This design comes from an exercise in tuning for small area on the open sky130 flow, not from production work. Function was checked by simulation only, so behaviour that the tests miss may differ from the original. Power is estimated from default activity; no workload was simulated.

==> design/flow/design.v <==
`timescale 1ns / 1ps
module FLASH_DATA_FIFO (
    input            clk   ,
    input            srst  ,
    input  [7:0]     din   ,
    input            wr_en ,
    input            rd_en ,
    output [7:0]     dout  ,
    output           full  ,
    output           empty
);
reg  [7:0]  r_mem [0:255];
reg  [7:0]  r_wptr;
reg  [7:0]  r_rptr;
reg  [8:0]  r_count;
reg  [7:0]  r_dout;
wire w_wr = wr_en & ~full;
wire w_rd = rd_en & ~empty;
assign dout  = r_dout;
assign full  = r_count[8];
assign empty = (r_count == 9'd0);
always @(posedge clk) begin
    if (w_wr)
        r_mem[r_wptr] <= din;
end
always @(posedge clk or posedge srst) begin
    if (srst) begin
        r_wptr  <= 8'd0;
        r_rptr  <= 8'd0;
        r_count <= 9'd0;
        r_dout  <= 8'd0;
    end else begin
        if (w_wr)
            r_wptr <= r_wptr + 8'd1;
        if (w_rd) begin
            r_rptr <= r_rptr + 8'd1;
            r_dout <= r_mem[r_rptr];
        end
        r_count <= r_count + {8'd0, w_wr} - {8'd0, w_rd};
    end
end
endmodule
`timescale 1ns / 1ps
module spi_drive#(
    parameter                      P_DATA_WIDTH  = 8  ,
    parameter                      P_SPI_CPOL    = 0  ,
    parameter                      P_SPI_CPHL    = 0  ,
    parameter                      P_READ_DWIDTH = 8  ,
    parameter                      P_OP_LEN      = 32   
)( 
    input                          i_clk              ,
    input                          i_rst              ,
    output                         o_spi_cs           , 
    output                         o_spi_clk          , 
    output                         o_spi_mosi         , 
    input                          i_spi_miso         , 
    input  [P_OP_LEN - 1 : 0]      i_user_op_data     , 
    input  [1:0]                   i_user_op_type     , 
    input  [15:0]                  i_user_op_len      , 
    input  [15:0]                  i_user_clk_len     , 
    input                          i_user_op_valid    , 
    output                         o_user_op_ready    , 
    input  [P_DATA_WIDTH - 1 : 0]  i_user_write_data  , 
    output                         o_user_write_req   , 
    output [P_READ_DWIDTH - 1 : 0] o_user_read_data   , 
    output                         o_user_read_valid    
    );
localparam P_OP_INS   = 0,
           P_OP_READ  = 1,
           P_OP_WRITE = 2;
reg                          ro_spi_cs            ;
reg                          ro_spi_clk           ;
reg                          ro_spi_mosi          ;
reg                          ro_user_ready        ;
reg  [P_OP_LEN - 1 : 0]      r_user_op_data       ;
reg  [1:0]                   r_user_op_type       ;
reg  [15:0]                  r_user_op_len        ;
reg  [15:0]                  r_user_clk_len       ;
reg                          r_run                ;
reg                          r_run_1d             ;
reg  [15:0]                  r_cnt                ;
reg                          r_spi_cnt            ;
reg                          ro_user_write_req    ;
reg                          ro_user_write_req_1d ;
reg  [15:0]                  r_write_cnt          ;
reg  [P_DATA_WIDTH - 1 : 0]  r_user_write_data    ;
reg  [P_READ_DWIDTH - 1 : 0] ro_user_read_data    ;
reg                          ro_user_read_valid   ;
reg  [15:0]                  r_read_cnt           ;
wire                         w_tx_active          ;
assign o_spi_cs          = ro_spi_cs                  ;
assign o_spi_clk         = ro_spi_clk                 ;
assign o_spi_mosi        = ro_spi_mosi                ;
assign o_user_op_ready   = ro_user_ready              ;
assign o_user_read_data  = ro_user_read_data          ; 
assign o_user_write_req  = ro_user_write_req          ;
assign o_user_read_valid = ro_user_read_valid         ; 
assign w_tx_active       = i_user_op_valid & o_user_op_ready;
always @(posedge i_clk or posedge i_rst)begin
    if(i_rst)
        ro_user_ready <= 'd1;
    else if(r_run_1d && !r_run)
        ro_user_ready <= 'd1;
    else if(w_tx_active)
        ro_user_ready <= 'd0;
    else
        ro_user_ready <= ro_user_ready;
end
always @(posedge i_clk or posedge i_rst)begin
    if(i_rst)begin
        r_user_op_type <= 'd0;
        r_user_op_len  <= 'd0;
        r_user_clk_len <= 'd0;
    end
    else if(w_tx_active)begin
        r_user_op_type <= i_user_op_type;
        r_user_op_len  <= i_user_op_len ;
        r_user_clk_len <= i_user_clk_len;        
    end
    else begin
        r_user_op_type <= r_user_op_type;
        r_user_op_len  <= r_user_op_len ;
        r_user_clk_len <= r_user_clk_len;        
    end
end
always @(posedge i_clk or posedge i_rst)begin
    if(i_rst)
        r_user_op_data <= 'd0;
    else if(w_tx_active)
        r_user_op_data <= i_user_op_data; 
    else if(r_spi_cnt)
        r_user_op_data <= r_user_op_data << 1; 
    else 
        r_user_op_data <= r_user_op_data;       
end
always @(posedge i_clk or posedge i_rst)begin
    if(i_rst)
        r_run <= 'd0;
    else if(r_cnt == r_user_clk_len - 1 && r_spi_cnt)
        r_run <= 'd0;
    else if(w_tx_active)
        r_run <= 'd1;
    else
        r_run <= r_run;
end
always @(posedge i_clk or posedge i_rst)begin
    if(i_rst)
        r_run_1d <= 'd0;
    else
        r_run_1d <= r_run;
end
always @(posedge i_clk or posedge i_rst)begin
    if(i_rst)
        r_cnt <= 'd0;
    else if(r_cnt == r_user_clk_len - 1 && r_spi_cnt)
        r_cnt <= 'd0;
    else if(r_spi_cnt)
        r_cnt <= r_cnt + 1;
    else
        r_cnt <= r_cnt;
end
always @(posedge i_clk or posedge i_rst)begin
    if(i_rst)
        r_spi_cnt <= 'd0;
    else if(r_run)
        r_spi_cnt <= r_spi_cnt + 1;
    else
        r_spi_cnt <= r_spi_cnt;
end
always @(posedge i_clk or posedge i_rst)begin
    if(i_rst)
        ro_spi_clk <= P_SPI_CPOL;
    else if(r_run)
        ro_spi_clk <= ~ro_spi_clk;
    else
        ro_spi_clk <= P_SPI_CPOL;
end
always @(posedge i_clk or posedge i_rst)begin
    if(i_rst)
        ro_spi_cs <= 'd1;
    else if(w_tx_active)
        ro_spi_cs <= 'd0;
    else if(r_run_1d && !r_run)
        ro_spi_cs <= 'd1;
    else
        ro_spi_cs <= ro_spi_cs;
end
always @(posedge i_clk or posedge i_rst)begin
    if(i_rst)
        ro_spi_mosi <= 'd0;
    else if(w_tx_active)
        ro_spi_mosi <= i_user_op_data[P_OP_LEN-1]; 
    else if(r_spi_cnt && r_cnt < r_user_op_len - 1) 
        ro_spi_mosi <= r_user_op_data[P_OP_LEN-2]; 
    else if(r_user_op_type == P_OP_WRITE && r_spi_cnt) 
        ro_spi_mosi <= r_user_write_data[P_DATA_WIDTH - 1];
    else
        ro_spi_mosi <= ro_spi_mosi;
end
always @(posedge i_clk or posedge i_rst)begin
    if(i_rst)
        ro_user_write_req <= 'd0;
    else if(r_cnt >= r_user_clk_len - 5) 
        ro_user_write_req <= 'd0;
    else if((r_cnt == 30 && !r_spi_cnt) || (r_write_cnt == 15) && r_user_op_type == P_OP_WRITE)
        ro_user_write_req <= 'd1;
    else
        ro_user_write_req <= 'd0;
end
always @(posedge i_clk or posedge i_rst)begin
    if(i_rst)
        ro_user_write_req_1d <= 'd0;
    else
        ro_user_write_req_1d <= ro_user_write_req;
end
always @(posedge i_clk or posedge i_rst)begin
    if(i_rst)
        r_write_cnt <= 'd0;
    else if(r_write_cnt == 15 || ro_spi_cs)
        r_write_cnt <= 'd0;
    else if(ro_user_write_req || r_write_cnt)
        r_write_cnt <= r_write_cnt + 1;
    else
        r_write_cnt <= r_write_cnt;
end
always @(posedge i_clk or posedge i_rst)begin
    if(i_rst)
        r_user_write_data <= 'd0;
    else if(!ro_user_write_req & ro_user_write_req_1d)
        r_user_write_data <= i_user_write_data;
    else if(r_spi_cnt)
        r_user_write_data <= r_user_write_data << 1;
    else
        r_user_write_data <= r_user_write_data;
end
always @(posedge i_clk or posedge i_rst)begin
    if(i_rst)
        ro_user_read_data <= 'd0;
    else if(r_run && (ro_spi_clk == P_SPI_CPOL) && r_cnt > r_user_op_len - 1) 
        ro_user_read_data <= {ro_user_read_data[P_DATA_WIDTH-2:0],i_spi_miso};
    else
        ro_user_read_data <= ro_user_read_data;
end
always @(posedge i_clk or posedge i_rst)begin
    if(i_rst)
        r_read_cnt <= 'd0;
    else if(r_read_cnt == P_DATA_WIDTH - 0 || ro_spi_cs)
        r_read_cnt <= 'd0;
    else if(r_cnt > r_user_op_len - 1 && r_spi_cnt && r_user_op_type == P_OP_READ)
        r_read_cnt <= r_read_cnt + 1;
    else
        r_read_cnt <= r_read_cnt;
end
always @(posedge i_clk or posedge i_rst)begin
    if(i_rst)
        ro_user_read_valid <= 'd0;
    else if(r_user_op_type == P_OP_READ && r_read_cnt ==  P_DATA_WIDTH - 1 && r_spi_cnt)
        ro_user_read_valid <= 'd1;
    else
        ro_user_read_valid <= 'd0;
end
endmodule
`timescale 1ns / 1ps
module Flash_ctrl#(
    parameter                       P_DATA_WIDTH  = 8       , 
    parameter                       P_SPI_CPOL    = 0       , 
    parameter                       P_SPI_CPHL    = 0       , 
    parameter                       P_READ_DWIDTH = 8       , 
    parameter                       P_OP_LEN      = 32        
)(      
    input                           i_clk                   ,
    input                           i_rst                   ,
    input  [1 :0]                   i_operation_type        , 
    input  [23:0]                   i_operation_addr        , 
    input  [8 :0]                   i_operation_byte_num    , 
    input                           i_operation_valid       , 
    output                          o_operation_ready       , 
    input  [P_DATA_WIDTH - 1 : 0]   i_write_data            , 
    input                           i_write_sop             , 
    input                           i_write_eop             , 
    input                           i_write_valid           , 
    output [P_DATA_WIDTH - 1 : 0]   o_read_data             , 
    output                          o_read_sop              , 
    output                          o_read_eop              , 
    output                          o_read_valid            , 
    output [P_OP_LEN - 1 : 0]       o_user_op_data          , 
    output [1:0]                    o_user_op_type          , 
    output [15:0]                   o_user_op_len           , 
    output [15:0]                   o_user_clk_len          , 
    output                          o_user_op_valid         , 
    input                           i_user_op_ready         , 
    output [P_DATA_WIDTH - 1 : 0]   o_user_write_data       , 
    input                           i_user_write_req        , 
    input  [P_READ_DWIDTH - 1 : 0]  i_user_read_data        , 
    input                           i_user_read_valid         
    );
localparam  P_CLEAR_TYPE   = 0,
            P_READ_TYPE    = 1,
            P_WRITE_TYPE   = 2;
localparam  P_OP_INS       = 0,
            P_OP_READ      = 1,
            P_OP_WRITE     = 2;
localparam  P_ST_IDLE      = 11'b00000000001, 
            P_ST_RUN       = 11'b00000000010, 
            P_ST_W_EN      = 11'b00000000100, 
            P_ST_W_INS     = 11'b00000001000, 
            P_ST_W_DATA    = 11'b00000010000, 
            P_ST_R_INS     = 11'b00000100000, 
            P_ST_R_DATA    = 11'b00001000000, 
            P_ST_CLEAR     = 11'b00010000000, 
            P_ST_BUSY      = 11'b00100000000, 
            P_ST_BUSY_CHK  = 11'b01000000000, 
            P_ST_BUSY_WAIT = 11'b10000000000; 
reg  [10:0]                     r_st_cur                ;
reg  [10:0]                     r_st_nxt                ;
reg  [15:0]                     r_st_cnt                ;
reg                             ro_operation_ready      ;
reg                             ro_read_sop             ;
reg                             ro_read_eop             ;
reg                             ro_read_valid           ;
reg  [P_DATA_WIDTH - 1 : 0]     ro_read_data            ;
reg                             r_fifo_rden             ;
reg                             r_fifo_rden_1d          ;
reg                             r_fifo_rden_pos         ; 
reg  [1 :0]                     ri_operation_type       ;
reg  [23:0]                     ri_operation_addr       ;
reg  [8 :0]                     ri_operation_byte_num   ;
reg  [P_DATA_WIDTH - 1 : 0]     ri_write_data           ;
reg                             ri_write_sop            ;
reg                             ri_write_eop            ;
reg                             ri_write_valid          ;
reg                             r_fifo_wren             ;
reg  [P_OP_LEN - 1 : 0]         ro_user_op_data         ;
reg  [1:0]                      ro_user_op_type         ;
reg  [15:0]                     ro_user_op_len          ;
reg  [15:0]                     ro_user_clk_len         ;
reg                             ro_user_op_valid        ;
reg  [P_READ_DWIDTH - 1 : 0]    ri_user_read_data       ;
reg                             ri_user_read_valid      ;
reg                             r_fifo_read_empty_1d    ;
wire                            w_user_op_active        ;
wire                            w_spi_op_active         ;
wire                            w_fifo_read_empty       ;
wire [P_READ_DWIDTH - 1 : 0]    w_read_data             ;
FLASH_DATA_FIFO FLASH_DATA_FIFO_u0 (
  .clk          (i_clk              ), 
  .srst         (i_rst              ), 
  .din          (ri_write_data      ), 
  .wr_en        (ri_write_valid     ), 
  .rd_en        (i_user_write_req   ), 
  .dout         (o_user_write_data  ), 
  .full         (), 
  .empty        () 
);
FLASH_DATA_FIFO FLASH_DATA_FIFO_u1 (
  .clk          (i_clk              ),
  .srst         (i_rst              ),
  .din          (ri_user_read_data  ),
  .wr_en        (r_fifo_wren        ),
  .rd_en        (r_fifo_rden        ),
  .dout         (w_read_data        ),
  .full         (),
  .empty        (w_fifo_read_empty  )
);
assign w_user_op_active  = i_operation_valid & o_operation_ready    ;
assign w_spi_op_active   = o_user_op_valid & i_user_op_ready        ;
assign o_operation_ready = ro_operation_ready                       ;
assign o_read_sop        = ro_read_sop                              ;
assign o_read_eop        = ro_read_eop                              ;
assign o_read_valid      = ro_read_valid                            ;
assign o_read_data       = ro_read_data                             ;
assign o_user_op_data    = ro_user_op_data                          ;
assign o_user_op_type    = ro_user_op_type                          ;
assign o_user_op_len     = ro_user_op_len                           ;
assign o_user_clk_len    = ro_user_clk_len                          ;
assign o_user_op_valid   = ro_user_op_valid                         ;
always @(posedge i_clk or posedge i_rst)begin
    if(i_rst)
        r_st_cur <= P_ST_IDLE;
    else
        r_st_cur <= r_st_nxt;
end
always @(*)begin
    case (r_st_cur)
        P_ST_IDLE       : r_st_nxt = w_user_op_active   ? P_ST_RUN      : P_ST_IDLE  ;
        P_ST_RUN        : r_st_nxt = ri_operation_type == P_READ_TYPE ? P_ST_R_INS : P_ST_W_EN;
        P_ST_W_EN       : r_st_nxt = w_spi_op_active    ? 
                                     ri_operation_type == P_WRITE_TYPE ? P_ST_W_INS : P_ST_CLEAR
                                    : P_ST_W_EN  ;
        P_ST_W_INS      : r_st_nxt = w_spi_op_active    ? P_ST_W_DATA   : P_ST_W_INS ;
        P_ST_W_DATA     : r_st_nxt = i_user_op_ready    ? P_ST_BUSY     : P_ST_W_DATA;
        P_ST_R_INS      : r_st_nxt = w_spi_op_active    ? P_ST_R_DATA   : P_ST_R_INS ;
        P_ST_R_DATA     : r_st_nxt = i_user_op_ready    ? P_ST_BUSY     : P_ST_R_DATA;
        P_ST_CLEAR      : r_st_nxt = w_spi_op_active    ? P_ST_BUSY     : P_ST_CLEAR ;
        P_ST_BUSY       : r_st_nxt = w_spi_op_active    ? P_ST_BUSY_CHK : P_ST_BUSY  ;      
        P_ST_BUSY_CHK   : r_st_nxt = ri_user_read_valid ? 
                                     ri_user_read_data[0] ? P_ST_BUSY_WAIT : P_ST_IDLE
                                     : P_ST_BUSY_CHK;  
        P_ST_BUSY_WAIT  : r_st_nxt = r_st_cnt == 255    ? P_ST_BUSY     : P_ST_BUSY_WAIT;
        default         : r_st_nxt = P_ST_IDLE;      
    endcase
end
always @(posedge i_clk or posedge i_rst)begin
    if(i_rst)
        r_st_cnt <= 'd0;
    else if(r_st_cur != r_st_nxt)
        r_st_cnt <= 'd0;
    else
        r_st_cnt <= r_st_cnt + 1;
end
always @(posedge i_clk or posedge i_rst)begin
    if(i_rst)begin 
        ro_user_op_data  <= 'd0;
        ro_user_op_type  <= 'd0;
        ro_user_op_len   <= 'd0;
        ro_user_clk_len  <= 'd0;
        ro_user_op_valid <= 'd0;
    end
    else if(r_st_cur == P_ST_W_EN)begin                        
        ro_user_op_data  <= {8'h06,8'h00,8'h00,8'h00};
        ro_user_op_type  <= P_OP_INS;
        ro_user_op_len   <= 8;
        ro_user_clk_len  <= 8;
        ro_user_op_valid <= 1;
    end
    else if(r_st_cur == P_ST_W_INS)begin                     
        ro_user_op_data  <= {8'h02,ri_operation_addr};
        ro_user_op_type  <= P_OP_WRITE;
        ro_user_op_len   <= 32;
        ro_user_clk_len  <= 32 + 8 * ri_operation_byte_num;
        ro_user_op_valid <= 1;
    end
    else if(r_st_cur == P_ST_R_INS)begin                     
        ro_user_op_data  <= {8'h03,ri_operation_addr};
        ro_user_op_type  <= P_OP_READ;
        ro_user_op_len   <= 32;
        ro_user_clk_len  <= 32 + 8 * ri_operation_byte_num;
        ro_user_op_valid <= 1;
    end 
    else if(r_st_cur == P_ST_CLEAR)begin                     
        ro_user_op_data  <= {8'h20,ri_operation_addr};
        ro_user_op_type  <= P_OP_INS;
        ro_user_op_len   <= 32;
        ro_user_clk_len  <= 32 ;
        ro_user_op_valid <= 1;
    end 
    else if(r_st_cur == P_ST_BUSY)begin                      
        ro_user_op_data  <= {8'h05,24'd0};
        ro_user_op_type  <= P_OP_READ;
        ro_user_op_len   <= 8;
        ro_user_clk_len  <= 16;
        ro_user_op_valid <= 1;
    end
    else begin 
        ro_user_op_data  <= ro_user_op_data ;
        ro_user_op_type  <= ro_user_op_type ;
        ro_user_op_len   <= ro_user_op_len  ;
        ro_user_clk_len  <= ro_user_clk_len ;
        ro_user_op_valid <= 'd0             ;
    end
end
always @(posedge i_clk or posedge i_rst)begin
    if(i_rst)begin 
        ri_user_read_data  <= 'd0;
        ri_user_read_valid <= 'd0;
    end
    else begin
        ri_user_read_data  <= i_user_read_data ;
        ri_user_read_valid <= i_user_read_valid;
    end
end
always @(posedge i_clk or posedge i_rst)begin
    if(i_rst)begin
        ri_operation_type       <= 'd0;
        ri_operation_addr       <= 'd0;
        ri_operation_byte_num   <= 'd0;
    end
    else if(w_user_op_active)begin
        ri_operation_type      <= i_operation_type     ;
        ri_operation_addr      <= i_operation_addr     ;
        ri_operation_byte_num  <= i_operation_byte_num ;
    end
    else begin
        ri_operation_type      <= ri_operation_type     ;
        ri_operation_addr      <= ri_operation_addr     ;
        ri_operation_byte_num  <= ri_operation_byte_num ;
    end
end
always @(posedge i_clk or posedge i_rst)begin
    if(i_rst)
        ro_operation_ready <= 'd1;
    else if(r_st_nxt == P_ST_IDLE)
        ro_operation_ready <= 'd1;
    else if(w_user_op_active)
        ro_operation_ready <= 'd0;
    else
        ro_operation_ready <= ro_operation_ready;
end
always @(posedge i_clk or posedge i_rst)begin
    if(i_rst)begin
        ri_write_data  <= 'd0;
        ri_write_sop   <= 'd0;
        ri_write_eop   <= 'd0;
        ri_write_valid <= 'd0;
    end
    else begin
        ri_write_data  <= i_write_data ;
        ri_write_sop   <= i_write_sop  ;
        ri_write_eop   <= i_write_eop  ;
        ri_write_valid <= i_write_valid;
    end
end
always @(posedge i_clk or posedge i_rst)begin
    if(i_rst)
        r_fifo_rden <= 'd0;
    else if(w_fifo_read_empty)
        r_fifo_rden <= 'd0;
    else if(r_st_cur == P_ST_R_DATA && r_st_nxt != P_ST_R_DATA)
        r_fifo_rden <= 'd1;
    else
        r_fifo_rden <= r_fifo_rden;
end
always @(posedge i_clk or posedge i_rst)begin
    if(i_rst)
        r_fifo_rden_1d <= 'd0;
    else
        r_fifo_rden_1d <= r_fifo_rden;
end
always @(posedge i_clk or posedge i_rst)begin
    if(i_rst)
        r_fifo_rden_pos <= 'd0;
    else
        r_fifo_rden_pos <= r_fifo_rden && !r_fifo_rden_1d;
end
always @(posedge i_clk or posedge i_rst)begin
    if(i_rst)
        r_fifo_read_empty_1d <= 'd0;
    else
        r_fifo_read_empty_1d <= w_fifo_read_empty;
end
always @(posedge i_clk or posedge i_rst)begin
    if(i_rst)
        ro_read_sop <= 'd0;
    else if(r_fifo_rden_pos)
        ro_read_sop <= 'd1;
    else
        ro_read_sop <= 'd0;
end
always @(posedge i_clk or posedge i_rst)begin
    if(i_rst)
        ro_read_eop <= 'd0;
    else if(w_fifo_read_empty && !r_fifo_read_empty_1d && ro_read_valid)
        ro_read_eop <= 'd1;
    else
        ro_read_eop <= 'd0;
end
always @(posedge i_clk or posedge i_rst)begin
    if(i_rst)
        ro_read_valid <= 'd0;
    else if(ro_read_eop)
        ro_read_valid <= 'd0;
    else if(r_fifo_rden_pos)
        ro_read_valid <= 'd1;
    else
        ro_read_valid <= ro_read_valid;
end
always @(posedge i_clk or posedge i_rst) begin
    if(i_rst)
        ro_read_data <= 'd0;
    else    
        ro_read_data <= w_read_data;
end
always @(posedge i_clk or posedge i_rst) begin
    if(i_rst)
        r_fifo_wren <= 'd0;
    else if(r_st_cur == P_ST_R_DATA)
        r_fifo_wren <= i_user_read_valid;
    else    
        r_fifo_wren <= 'd0;
end
endmodule
`timescale 1ns / 1ps
module Flash_drive#(
    parameter                      P_DATA_WIDTH  = 8  ,
    parameter                      P_SPI_CPOL    = 0  ,
    parameter                      P_SPI_CPHL    = 0  ,
    parameter                      P_READ_DWIDTH = 8  ,
    parameter                      P_OP_LEN      = 32  
)(
    input       i_clk                                       ,
    input       i_rst                                       ,
    input  [1 :0]                   i_operation_type        ,
    input  [23:0]                   i_operation_addr        ,
    input  [8 :0]                   i_operation_byte_num    ,
    input                           i_operation_valid       ,
    output                          o_operation_ready       ,
    input  [P_DATA_WIDTH - 1 : 0]   i_write_data            ,
    input                           i_write_sop             ,
    input                           i_write_eop             ,
    input                           i_write_valid           ,
    output [P_DATA_WIDTH - 1 : 0]   o_read_data             ,
    output                          o_read_sop              ,
    output                          o_read_eop              ,
    output                          o_read_valid            ,   
    output                          o_spi_cs                ,
    output                          o_spi_clk               ,
    output                          o_spi_mosi              ,
    input                           i_spi_miso              
);
wire [P_OP_LEN - 1 : 0]         w_user_op_data      ;
wire [1:0]                      w_user_op_type      ;
wire [15:0]                     w_user_op_len       ;
wire [15:0]                     w_user_clk_len      ;
wire                            w_user_op_valid     ;
wire                            w_user_op_ready     ;
wire [P_DATA_WIDTH - 1 : 0]     w_user_write_data   ;
wire                            w_user_write_req    ;
wire [P_READ_DWIDTH - 1 : 0]    w_user_read_data    ;
wire                            w_user_read_valid   ;
Flash_ctrl#(
    .P_DATA_WIDTH  (8 )      ,
    .P_SPI_CPOL    (0 )      ,
    .P_SPI_CPHL    (0 )      ,
    .P_READ_DWIDTH (8 )      ,
    .P_OP_LEN      (32)       
)Flash_ctrl_u
(      
    .i_clk                      (i_clk               ),
    .i_rst                      (i_rst               ),
    .i_operation_type           (i_operation_type    ),
    .i_operation_addr           (i_operation_addr    ),
    .i_operation_byte_num       (i_operation_byte_num),
    .i_operation_valid          (i_operation_valid   ),
    .o_operation_ready          (o_operation_ready   ),
    .i_write_data               (i_write_data        ),
    .i_write_sop                (i_write_sop         ),
    .i_write_eop                (i_write_eop         ),
    .i_write_valid              (i_write_valid       ),
    .o_read_data                (o_read_data         ),
    .o_read_sop                 (o_read_sop          ),
    .o_read_eop                 (o_read_eop          ),
    .o_read_valid               (o_read_valid        ),
    .o_user_op_data             (w_user_op_data      ),
    .o_user_op_type             (w_user_op_type      ),
    .o_user_op_len              (w_user_op_len       ),
    .o_user_clk_len             (w_user_clk_len      ),
    .o_user_op_valid            (w_user_op_valid     ),
    .i_user_op_ready            (w_user_op_ready     ),
    .o_user_write_data          (w_user_write_data   ),
    .i_user_write_req           (w_user_write_req    ),
    .i_user_read_data           (w_user_read_data    ),
    .i_user_read_valid          (w_user_read_valid   ) 
    );
spi_drive#(
    .P_DATA_WIDTH               (8 ),
    .P_SPI_CPOL                 (0 ),
    .P_SPI_CPHL                 (0 ),
    .P_READ_DWIDTH              (8 ),
    .P_OP_LEN                   (32)
)spi_drive_u            
(           
    .i_clk                      (i_clk            ),
    .i_rst                      (i_rst            ),
    .o_spi_cs                   (o_spi_cs         ),
    .o_spi_clk                  (o_spi_clk        ),
    .o_spi_mosi                 (o_spi_mosi       ),
    .i_spi_miso                 (i_spi_miso       ),
    .i_user_op_data             (w_user_op_data   ),
    .i_user_op_type             (w_user_op_type   ),
    .i_user_op_len              (w_user_op_len    ),
    .i_user_clk_len             (w_user_clk_len   ),
    .i_user_op_valid            (w_user_op_valid  ),
    .o_user_op_ready            (w_user_op_ready  ),
    .i_user_write_data          (w_user_write_data),
    .o_user_write_req           (w_user_write_req ),
    .o_user_read_data           (w_user_read_data ),
    .o_user_read_valid          (w_user_read_valid)
    );
endmodule
==> design/flow/run.sh <==
#!/bin/bash
# synth_recipe.tcl (not shown) runs the flow's synth.tcl, then flattens the netlist and writes it again
# the make line also repeats each setting of config.mk as NAME=value (left out here)
make -C /OpenROAD-flow-scripts/flow DESIGN_CONFIG=/design/flow/config.mk WORK_HOME=/design/flow/orfs CLKGATE_MAP_FILE= SYNTH_SCRIPT=/design/flow/synth_recipe.tcl finish
==> design/flow/config.mk <==
export PLATFORM = sky130hd
export DESIGN_NAME = Flash_drive
export DESIGN_NICKNAME = Flash_drive
export VERILOG_FILES = /design/flow/design.v
export SDC_FILE = /design/flow/constraint.sdc
export NUM_CORES = 4
export LEC_CHECK = 0
export CAP_MARGIN = 20
export CORE_MARGIN = 2
export CORE_UTILIZATION = 40
export PLACE_DENSITY = 0.6
export SLEW_MARGIN = 20
==> design/flow/constraint.sdc <==
create_clock -name core_clock -period 10.0 [get_ports {i_clk}]
set_input_delay 2.0000 -clock core_clock [delete_from_list [all_inputs] [get_ports {i_clk}]]
set_output_delay 2.0000 -clock core_clock [all_outputs]
set_load 0.01 [all_outputs]
==> out/qor.yml <==
status: "timing/DRC/antenna clean"
crit_required_ps: 10830
worstHoldPathType: "reg2reg"
path_cells: "buf_12 -> buf_4 -> mux4_2 -> mux2_2 -> a221oi_1 -> nor3_1 -> a211oi_1 -> o311ai_0"
synth_compound_area_share_pct: 2.49
ys_top_cells_by_area: "edfxtp_1, mux4_2, dfrtp_1"
overflow: 0
cp_slowest_cell: "dfrtp_4"
synth_largest_area_cell: "edfxtp_1"
synth.yosys.seq_area_share_pct: 75.3
drt_iter0_markers: 8851
endpoint: "Flash_ctrl_u.FLASH_DATA_FIFO_u0.r_dout[6]$_DFFE_PP0P_"
fin_skew_ps: 103
switchingPower_mw: 7.85
post-route-period-util_pct: 50.1
wire_per_inst_um: 28.2
slew_headroom_pct: 15.0
yosysUniqueCellTypes: 87
ys.warnings.count: 3
syn-instance-count: 8734
critical_path_arrival_ps: 5840
p_int_mw: 30.2
clock_power_share_pct: 43.9
cp.depth: 8
power_frac_seq_pct: 53.7
cts-resized-gates: 0
setup_viol: 0
cp_max_fo: 122
p_sw_share_pct: 20.6
grt_antenna_before_repair: 8
grt_pass1_vias: 87700
viasPerCell: 5.69
wl_um: 423000
syn_avg_cell_area_um2: 19.9
cts_made_buffers: 441
synth_mux_area_share_pct: 15.9
startpoint_type: "register"
drc: 0
core_area_um2: 434000
cts_tree: "built"
clock-sinks: 4419
power_density_nw_per_um2: 194
dr_total_vias: 85500
cap_violations: 0
setup_tns_ps: 0
nets: 9028
die_x_um: 664
critical_path.max_stage_delay_ps: 850
hp-start: "spi_drive_u.ro_user_read_data[3]$_DFFE_PP0P_"
p_total_mw: 38.1
htree_num_levels: 5
drive_above_1_share_pct: 21.4
portBuffers: 62
r2r_slack_ps: 4990
fmax_mhz: 200
rsz0062_at_grt: "no"
dp_hpwl_um: 249000
finalHoldViolCount: 0
synth-main-ff-cell: "edfxtp_1"
synthArstFlopShare_pct: 7.31
hold_buffers: 0
power_frac_comb_pct: 2.4
peakVddDrop_mv: 0.175
std_cell_rows: 242
timing.rr.start: "Flash_ctrl_u.FLASH_DATA_FIFO_u0.r_rptr[1]$_DFFE_PP0P_"
rr_worst_depth: 8
initial_utilization_pct: 40.1
cpLargestDelayFamily: "compound AO/OA/AOI/OAI gates"
clk_pin_slew_worst_paths_ps: 60
grt_pass1_wl_um: 615000
tightest_slew_ps: 1270
die-area_um2: 441000
synth_top_area_share_pct: 70.6
ant_nets: 0
finalMaxSlewViolations: 0
grt_usage_pct: 18.8
num_io_pins: 65
yosys.area_share.simple_pct: 3.64
die_h_um: 664
root_buffer: "clkbuf_16"
grt_max_degree: 221
postCtsSetupBuffers: 0
fin_area_um2: 196000
synthAdderAreaFrac_pct: 0.526
placed_area_um2: 181000
crit_type: "reg2reg"
cp-startpoint: "Flash_ctrl_u.FLASH_DATA_FIFO_u0.r_rptr[1]$_DFFE_PP0P_"
firstDrtPassIters: 6
synth_top_family_by_area: "multiplexers"
syn_area_um2: 174000
clk_latency_ps: 1010
synth-edff-count: 4096
synth-xor-area-share_pct: 0.599
ys_seq_elements: 4419
fin_crit_ps: 5010
timing.rr.end: "Flash_ctrl_u.FLASH_DATA_FIFO_u0.r_dout[6]$_DFFE_PP0P_"
final_cell_mix: "edfxtp_1, mux4_2, nor2_1, clkbuf_16, mux2i_1"
syn_nets: 8856
area_delta_synth_final_pct: 12.5
place.gp.congestion: 0.843
hold_ws_ps: 364
path_buf_inv: 2
leakagePower_nw: 55.2
crit_path_end_kind: "register"
clock_path_buffers: 4
mostFrequentLayoutCell: "edfxtp_1"
power groups by stage:
stage	registers [mW]	logic [mW]	clock network [mW]
floorplan	20.8	0.565	0
finish	20.4	0.925	16.7
global route	20.4	1.01	17.7
global placement	20.8	0.892	0
CTS	20.4	0.931	17.0
detailed placement	20.8	0.925	0
layout make-up:
class / instances / area, um2
fillers: 36200 / 238000
flip-flops and latches: 4419 / 131000
multi-input cells: 3746 / 40500
clock buffers: 578 / 12000
well taps: 5734 / 7170
clock inverters: 243 / 2670
repair buffers: 234 / 2180
inverters: 64 / 246
diodes: 5 / 12.5
worst min-delay path by stage:
| stage | end | slack, ps | cells after the start |
|---|---|---|---|
| 5_1_grt | Flash_ctrl_u.ri_user_read_data[3]$_DFF_PP0_ | 380 | 0 |
| 3_3_place_gp | Flash_ctrl_u.ri_user_read_data[7]$_DFF_PP0_ | 360 | 0 |
| 2_1_floorplan | Flash_ctrl_u.ri_user_read_valid$_DFF_PP0_ | 350 | 0 |
| 6_report | Flash_ctrl_u.ri_user_read_data[3]$_DFF_PP0_ | 360 | 0 |
| 4_1_cts | Flash_ctrl_u.ri_user_read_data[3]$_DFF_PP0_ | 370 | 0 |
| 3_5_place_dp | Flash_ctrl_u.ri_user_read_valid$_DFF_PP0_ | 360 | 0 |
metal layers:
metal | vias to the layer above | global-route usage (%) | share of wire [%]
li1 | 35900 | - | -
met1 | 45900 | 25.5 | 41
met2 | 3049 | 31.5 | 50
met3 | 699 | 2.91 | 6.6
met4 | 2 | 5.70 | 3.2
met5 | - | 0 | 0.0031
Yosys cell counts (all sizes together) (7+ instances only):
| cell | instances |
|---|---|
| o221ai | 23 |
| a22oi | 28 |
| nand4 | 38 |
| a221oi | 42 |
| inv | 63 |
| a211oi | 63 |
| buf | 243 |
| nand3 | 92 |
| o32ai | 9 |
| o21ai | 158 |
| and3 | 26 |
| xnor2 | 62 |
| nor2b | 83 |
| a21oi | 124 |
| o211ai | 17 |
| a2111oi | 17 |
| mux2i | 387 |
| mux4 | 1025 |
| clkbuf | 262 |
| nor2 | 699 |
| o21a | 7 |
| a22o | 12 |
| o31ai | 7 |
| ha | 70 |
| a31oi | 11 |
| and2 | 11 |
| o2111ai | 14 |
| a21o | 12 |
| xor2 | 57 |
| nor3 | 53 |
| edfxtp | 4096 |
| o22a | 11 |
| dfrtp | 319 |
| or2 | 7 |
| mux2 | 70 |
| or4 | 8 |
| nor4 | 28 |
| o22ai | 42 |
| nand2 | 320 |
| nand2b | 31 |
flip-flops by register name, indices dropped and copies added (netlist names), 9 cells and up:
signal / cells
Flash_ctrl_u.FLASH_DATA_FIFO_u0.r_count: 9
Flash_ctrl_u.FLASH_DATA_FIFO_u0.r_mem: 2048
Flash_ctrl_u.FLASH_DATA_FIFO_u1.r_count: 9
Flash_ctrl_u.FLASH_DATA_FIFO_u1.r_mem: 2048
Flash_ctrl_u.r_st_cnt: 16
Flash_ctrl_u.r_st_cur: 11
Flash_ctrl_u.ri_operation_addr: 24
Flash_ctrl_u.ri_operation_byte_num: 9
Flash_ctrl_u.ro_user_clk_len: 10
Flash_ctrl_u.ro_user_op_data: 27
spi_drive_u.r_cnt: 16
spi_drive_u.r_read_cnt: 16
spi_drive_u.r_user_clk_len: 10
spi_drive_u.r_user_op_data: 31
spi_drive_u.r_write_cnt: 16
cells by family (layout without fill, tap and decap cells):
kind of cell,Yosys count,in the layout
multiplexers,1482,1482
AND/OR/NAND/NOR,1428,1428
AO/OA/AOI/OAI,645,645
adder cells (fa/ha/maj),72,72
flip-flops,4419,4419
buffers and inverters,569,1119
other,0,5
XOR/XNOR,119,119
metrics by stage:
stage / cells / utilization (%) / setup WS (ps)
5_1_grt: 15000 / 45.2 / 4900
3_5_place_dp: 14200 / 41.8 / 5080
6_report: 15000 / 45.2 / 4990
4_1_cts: 15000 / 45.1 / 5080
3_3_place_gp: 14200 / 41.8 / 5130
2_1_floorplan: 8734 / - / 3690

[static timing again, ports no longer ideal]
Ports are ideal in the flow. The routed layout listed here was re-timed in OpenROAD. Step 1, drivers: a clkbuf_16 drives i_clk and a buf_2 each remaining input, both assumed. Step 2 also shifts input and output timing later by t, the mid clock arrival at the registers, as if the neighbouring blocks saw the same clock. Three values: ideal, step 1, step 2; two values: the first two.
shift t [ns]: 1.072
setup slack, ns: 4.991 / 4.991 / 4.991
worst data-port slew with drivers (ns): 0.07
After both steps setup and hold are still met in this run. For this run, drivers alone change the setup slack by 0.000 ns; drivers and shift together by 0.000 ns.
